Context: an optimization exercise on an open-source flow, tuned for small area, a short achievable clock period and few clock cycles. The choices shown serve that exercise and are no tape-out recipe.
Where RTL was checked, it was by simulation tests only, not by an equivalence proof against the original.
No activity file was given, so power comes from the tool's default toggle rates.

== v1 ==
## top
module top (
    input         clk_i,
    input         rst_i,
    input  [7:0]  addr_i,
    input  [31:0] data_i,
    input         wr_vi,
    output [31:0] data_o
);
For scale: ~1600 flip-flops, about 0.078 mm^2 of cells after synthesis.
Settings: LEC_CHECK=0, CAP_MARGIN=20, CORE_MARGIN=2, CORE_UTILIZATION=55, CTS_CLUSTER_DIAMETER=80, CTS_CLUSTER_SIZE=25, PLACE_DENSITY=0.7, SETUP_SLACK_MARGIN=3.7, SLEW_MARGIN=20, SYNTH_HIERARCHICAL=1, SYNTH_MINIMUM_KEEP_SIZE=0; clock period 6.5 ns.
run.sh (not shown) runs the stock make flow with config.mk's settings and CLKGATE_MAP_FILE= SYNTH_SCRIPT=/design/flow/synth_recipe.tcl, a recipe that flattens the netlist after the stock synthesis.
Per the final summary, v1 finished and its layout is clean on timing, DRC and antenna.
Testbench counts of v1, summed over its fixed seeds: cycles 13,056.
Here is what was changed in the inputs of v39 compared with v1.
--- a/flow/design.v
+++ b/flow/design.v
@@ -75,37 +75,41 @@
     logic [10:0] bx;
     logic [14:0] r;
     bx = {b[8], b, 1'b0};
     for (int t = 0; t < 5; t++) begin
         r[3*t+2] = bx[2*t+2];
         r[3*t+1] = bx[2*t+1] ^ bx[2*t];
         r[3*t]   = (bx[2*t+2] & ~bx[2*t+1] & ~bx[2*t]) | (~bx[2*t+2] & bx[2*t+1] & bx[2*t]);
     end
     booth_enc = r;
 endfunction
 wire [3:0] oh_i = (op_x ? 4'b1 << a[3:2] : 4'd0) | ri_oh;
 wire [3:0] oh_k = (op_x ? 4'b1 << a[1:0] : 4'd0) | rk_oh;
+logic [8:0] roww [4];
 logic [8:0] xval;
 logic [143:0] wflat;
 wire  [59:0]  opd;
 always_comb
     for (int n = 0; n < 16; n++) wflat[9*n +: 9] = W[n];
-opsel_m u_opsel (.w(wflat), .oh_i(oh_i), .bd(opd));
+opsel_m u_opsel (.w(wflat), .oh_i(oh_i), .oh_k(oh_k), .bd(opd));
 always_comb begin
     xval = '0;
     for (int e = 0; e < 4; e++) begin
         logic [8:0] rx;
+        roww[e] = '0;
         rx = '0;
-        for (int r = 0; r < 4; r++)
+        for (int r = 0; r < 4; r++) begin
+            roww[e] = roww[e] | (W[4*r+e] & {9{oh_i[r]}});
             rx = rx | (X[4*r+e] & {9{ri_oh[r]}});
+        end
         xval = xval | (rx & {9{rk_oh[e]}});
     end
 end
 reg        sa_v;
 reg [9:0]  sa_d;
 reg [14:0] sa_bd [4];      
 reg [3:0]  sa_k;           
 always_ff @(posedge clk_i or negedge rst_i)
     if (!rst_i) sa_v <= 1'b0;
     else        sa_v <= op_x | rc_op;
 always_ff @(posedge clk_i) begin
     logic [8:0] d;
@@ -130,25 +134,25 @@
     end
     s1 = rows[0] ^ rows[1] ^ rows[2];
     c1 = ((rows[0] & rows[1]) | (rows[0] & rows[2]) | (rows[1] & rows[2])) << 1;
     s2 = rows[3] ^ rows[4] ^ nk;
     c2 = ((rows[3] & rows[4]) | (rows[3] & nk) | (rows[4] & nk)) << 1;
     s3 = s1 ^ c1 ^ s2;
     c3 = ((s1 & c1) | (s1 & s2) | (c1 & s2)) << 1;
     s4 = s3 ^ c3 ^ c2;
     c4 = ((s3 & c3) | (s3 & c2) | (c3 & c2)) << 1;
     mul_cs = {s4, c4};
 endfunction
 function automatic logic [3:0] lane_addr(input int m, input int e);
-    lane_addr = 4'(4 * m + e);
+    lane_addr = 4'(4 * ((m - e) & 3) + e);
 endfunction
 reg [19:0] P [16];
 reg [31:0] C [16];
 reg        sb_v, sc_v;
 reg [19:0] sb_s  [4];
 reg [19:0] sb_c  [4];
 reg [3:0]  sb_k;
 reg [19:0] sc_p  [4];     
 reg [3:0]  sc_k;
 reg [19:0] pr    [4];     
 logic [20:0] lsum [4];    
 reg   [1:0]  adj  [4];    
@@ -271,44 +275,51 @@
     end
     assign sc = {s4, c4};
 endmodule
 module add20_m (input [19:0] a, input [19:0] b, output [19:0] s);
     assign s = a + b;
 endmodule
 module add21_m (input [19:0] a, input [19:0] b, output [20:0] s);
     assign s = {1'b0, a} + {1'b0, b};
 endmodule
 module hiadj_m (input [11:0] ch, input [1:0] adj, output [11:0] s);
     assign s = adj[1] ? ch - 12'd1 : adj[0] ? ch + 12'd1 : ch;
 endmodule
-module opsel_m (input [143:0] w, input [3:0] oh_i, output [59:0] bd);
+module opsel_m (input [143:0] w, input [3:0] oh_i, input [3:0] oh_k, output [59:0] bd);
     function automatic logic [14:0] benc(input logic [8:0] b);
         logic [10:0] bx;
         logic [14:0] r;
         bx = {b[8], b, 1'b0};
         for (int t = 0; t < 5; t++) begin
             r[3*t+2] = bx[2*t+2];
             r[3*t+1] = bx[2*t+1] ^ bx[2*t];
             r[3*t]   = (bx[2*t+2] & ~bx[2*t+1] & ~bx[2*t]) | (~bx[2*t+2] & bx[2*t+1] & bx[2*t]);
         end
         benc = r;
     endfunction
+    logic [8:0]  roww [4];
     logic [59:0] r;
-    always_comb
+    always_comb begin
+        for (int e = 0; e < 4; e++) begin
+            roww[e] = '0;
+            for (int i = 0; i < 4; i++)
+                roww[e] = roww[e] | (w[9*(4*i+e) +: 9] & {9{oh_i[i]}});
+        end
         for (int m = 0; m < 4; m++) begin
             logic [8:0] b;
             b = '0;
-            for (int i = 0; i < 4; i++)
-                b = b | (w[9*(4*i+m) +: 9] & {9{oh_i[i]}});
+            for (int e = 0; e < 4; e++)
+                b = b | (roww[e] & {9{oh_k[(m - e) & 3]}});
             r[15*m +: 15] = benc(b);
         end
+    end
     assign bd = r;
 endmodule
 module rdmux_m (input [511:0] c, input rd, input [3:0] a, input idle, output [31:0] d);
     logic [31:0] v;
     always_comb begin
-        v = {31'd0, idle & ~rd};
+        v = '0;
         for (int n = 0; n < 16; n++)
-            v = v | (c[32*n +: 32] & {32{rd && a == n}});
+            v = v | (c[32*n +: 32] & {32{a == n}});
     end
-    assign d = v;
+    assign d = rd ? v : {31'd0, idle};
 endmodule
--- outcome ---
The total power was comparable across v39 and v1.
On worst-case vdd ir drop: between v39 and v1, it ends up higher for v1.
v39: relative max-transition margin 16 points below v1
Compared with v1, v39 instantiates a larger number of cells.
Met3 wirelength from detailed routing: v39 vs v1 up about 23%
Flip-flop and latch share of the layout cell area for v39 is lower than for v1.
The area share of and/or/nand/nor cells after synthesis of v39 exceeds that of v1 by 0.39 points.
Reported for v39 and v1, number of top-level pins turned out identical to the last digit.
On synthesized area: v39 sits above v1.
Changes observed in v39 relative to v1: arithmetic-cell share of the synthesized area counting full adders, half adders and majority gates barely changed, routed metal-1 wire length climbed 5.8%, total clock buffers created by CTS climbed 8, post-detailed-routing wire length climbed about 10%, proportion of cell area occupied by multi-input gates climbed 0.67 points.
No functional check of the RTL was part of v39.

==> re-timing with driven ports <==
How much do the figures lean on ideal ports? The routed layouts below were timed once more, with nothing changed but the port constraints.
Step 1 sets driving cells, clkbuf_16 on the clock port and buf_2 on the other inputs (assumed; they add their load-dependent delay and slew).
Step 2, shift: input delay + t, output delay - t, t = (earliest + latest rising clock arrival at the registers) / 2. This alone moves slack from input paths to output paths.
Slacks: no drivers / after step 1 / after step 2; pairs: no drivers / after step 1.
run	t, ns	slack for setup (ns)	pins driven straight from the clock port
v1	0.810	3.614 / 3.626 / 2.815	1
v39	0.832	3.559 / 3.346 / 2.514	1
After both steps every run listed still meets setup and hold. The setup slack of v39, which loses most, moves by -0.213 ns with the drivers and by -1.045 ns with both steps.
